What follows belongs to an exercise in optimizing a design on an open flow for small area, a short achievable clock period and few clock cycles; a production flow would make more cautious choices. Only simulation tests tie the RTL to the original design; equivalence was not proved.

## rev 12
==> flow/design.v (excerpt) <==
module JAM (
    input CLK,
    input RST,
    output [2:0] W,
    output [2:0] J,
    input [6:0] Cost,
    output [3:0] MatchCount,
    output [9:0] MinCost,
    output reg Valid );
export LEC_CHECK = 0
export ABC_AREA = 1
export CAP_MARGIN = 20
export CORE_MARGIN = 2
export CORE_UTILIZATION = 50
export PLACE_DENSITY = 0.65
export SETUP_SLACK_MARGIN = 5
export SLEW_MARGIN = 20
create_clock -name core_clock -period 10.0 [get_ports {CLK}]
standard.sh (not shown) runs the stock make flow with config.mk's settings and CLKGATE_MAP_FILE= SYNTH_SCRIPT=/design/flow/synth_recipe.tcl, a recipe that flattens the netlist after the stock synthesis.
==> flow/flow/run.sh <==
#!/bin/bash
# The standard layout (standard.sh: the standard synthesis, then ORFS to the
# final layout), with timing repair aiming at 5.6 ns of setup slack instead of
# config.mk's 5, so that it works further on the paths it shortens.
set -euo pipefail
sed 's/SETUP_SLACK_MARGIN=[0-9.]*/SETUP_SLACK_MARGIN=5.6/' standard.sh > standard_margin.sh
bash standard_margin.sh > standard.log 2>&1
Testbench counts of rev 12, summed over its fixed seeds: cycles 2,845.
--- input diff rev 12..rev 13 ---
diff --git a/flow/design.v b/flow/design.v
--- a/flow/design.v
+++ b/flow/design.v
@@ -5,30 +5,29 @@
     output [2:0] J,
     input [6:0] Cost,
     output [3:0] MatchCount,
     output [9:0] MinCost,
     output reg Valid );
 localparam ROUND = 3'd0, SEL = 3'd1, FIN = 3'd2, BUILD = 3'd3, COUNT = 3'd4;
 reg [2:0] state;
 reg [2:0] r;             
 reg [2:0] i0;            
 reg [2:0] cj;            
 reg [2:0] j0;            
-reg [8:0] base;          
+reg [8:0] base;           
 reg first;
 reg [7:0] mind;
 reg [2:0] jmin;
 reg [6:0] vpc;           
 reg [6:0] vpj;           
 reg [7:0] dcj;           
-reg [2:0] rj;            
 reg [7:0] S;             
 reg rootr;               
 reg [7:0] colFree;
 reg [6:0] vp [0:7];
 reg [7:0] dst [0:7];     
 reg [2:0] way [0:7];     
 reg [2:0] rowOf [0:7];   
 reg [2:0] ja;
 reg augdone;
 reg [9:0] mc;
 reg [3:0] cnt;
@@ -61,26 +60,27 @@
         else
             lt7 = c < t[6:0];
     end
 endfunction
 function [7:0] above;            
     input [2:0] k;
     begin
         above = 8'hFE << k;
     end
 endfunction
 wire [2:0] j1 = way[ja];
-wire [2:0] aR = (state == ROUND) ? cj : (state == FIN) ? j1 : i0;
+wire [2:0] aR = (state == FIN) ? j1 : (state == COUNT) ? i0 : jmin;
 wire [2:0] rA = rowOf[aR];
-assign W = (state == SEL) ? rj : i0;
+assign W = (state == SEL) ? rA : i0;
 assign J = (state == SEL) ? jmin : cj;
+wire [6:0] vpA = vpc;
 wire [6:0] vp_cj = vpc;
 wire [7:0] dA = dst[i0];
 wire [9:0] bv = {base[8], base} + {3'd0, vp_cj};
 wire [10:0] thr_o = 11'd256 - {bv[9], bv};
 wire over = !lt7(Cost, thr_o);
 wire [4:0] cur_lo = {1'b0, bv[3:0]} + {1'b0, Cost[3:0]};
 wire [3:0] cur_h0 = bv[7:4] + {1'b0, Cost[6:4]};
 wire [3:0] cur_h1 = bv[7:4] + {1'b0, Cost[6:4]} + 4'd1;
 wire [7:0] cur_b = {cur_lo[4] ? cur_h1 : cur_h0, cur_lo[3:0]};
 wire [7:0] cur8 = over ? 8'd255 : cur_b;
 wire [7:0] dst_cj = dcj;
@@ -163,23 +163,23 @@
             if (colFree[jmin]) begin
                 mc <= mc + {2'd0, mind};
                 colFree[jmin] <= 1'b0;
                 cj <= lS[2:0];
                 vpc <= vpn;
                 dcj <= dstn;
                 augdone <= 1'b0;
                 state <= FIN;
             end else begin
                 S <= S_sel;
                 rootr <= 1'b0;
-                i0 <= rj;
+                i0 <= rA;
                 base <= {1'b0, mind} - {2'd0, Cost} - {2'd0, vpj};
                 cj <= first_round[2:0];
                 vpc <= vpn;
                 dcj <= dstn;
                 first <= 1'b1;
                 state <= ROUND;
             end
         end
         FIN: begin
             if (S != 8'd0) begin
                 S <= S_fin;
@@ -251,23 +251,22 @@
 always @(posedge CLK) begin
     case (state)
     ROUND: begin
         if (better) begin
             dst[cj] <= cur8;
             way[cj] <= rootr ? cj : j0;
         end
         if (take) begin
             mind <= nd;
             jmin <= cj;
             vpj <= vpc;
-            rj <= rA;
         end
     end
     SEL: begin
         j0 <= jmin;
         ja <= jmin;
         if (colFree[jmin])
             vp[jmin] <= 7'd0;
     end
     FIN: begin
         if (S != 8'd0)
             vp[cj] <= vp_upd;
Results
- Of rev 12 and rev 13, the run reporting the lower portion of netlist area occupied by mux cells was rev 13.
- W[2] as the endpoint of the worst setup timing path was reported by rev 12, and W[0] by rev 13.
- Status: worst setup slack for register-to-register paths parity (rev 13, rev 12)
- The per-cell routed wire length number comes out higher for rev 13 vs rev 12.
- In rev 13, the synthesized area came out about 0.9% below the value in rev 12.
- Rev 12 tops out at a higher clock frequency than rev 13.
Testbench counts of rev 13, summed over its fixed seeds: cycles 2,845.

## static timing again, ports no longer ideal
The flow's constraints put no driver on any port. The routed layouts listed below were extracted and timed again, unchanged, in two steps. Step 1: set_driving_cell puts a clkbuf_16 on CLK and a buf_2 on each other input, an assumption about the parent block. Step 2 adds t to the input delays and takes it off the output delays; t is the mean of the earliest and latest rising clock arrival at the registers after step 1. Input paths then give back, and output paths get back, about the clock's delay inside the block. Three values: no drivers, after step 1, after step 2; two values: the first two.
run | t, ns | setup slack, ns | worst setup path at the end
rev 12 | 0.621 | 5.653 / 5.602 / 5.241 | input to register
rev 13 | 0.629 | 5.508 / 5.456 / 5.214 | input to register
After both steps every run listed still meets setup and hold. For rev 12, which loses most, drivers alone change the setup slack by -0.051 ns; drivers and shift together by -0.412 ns.
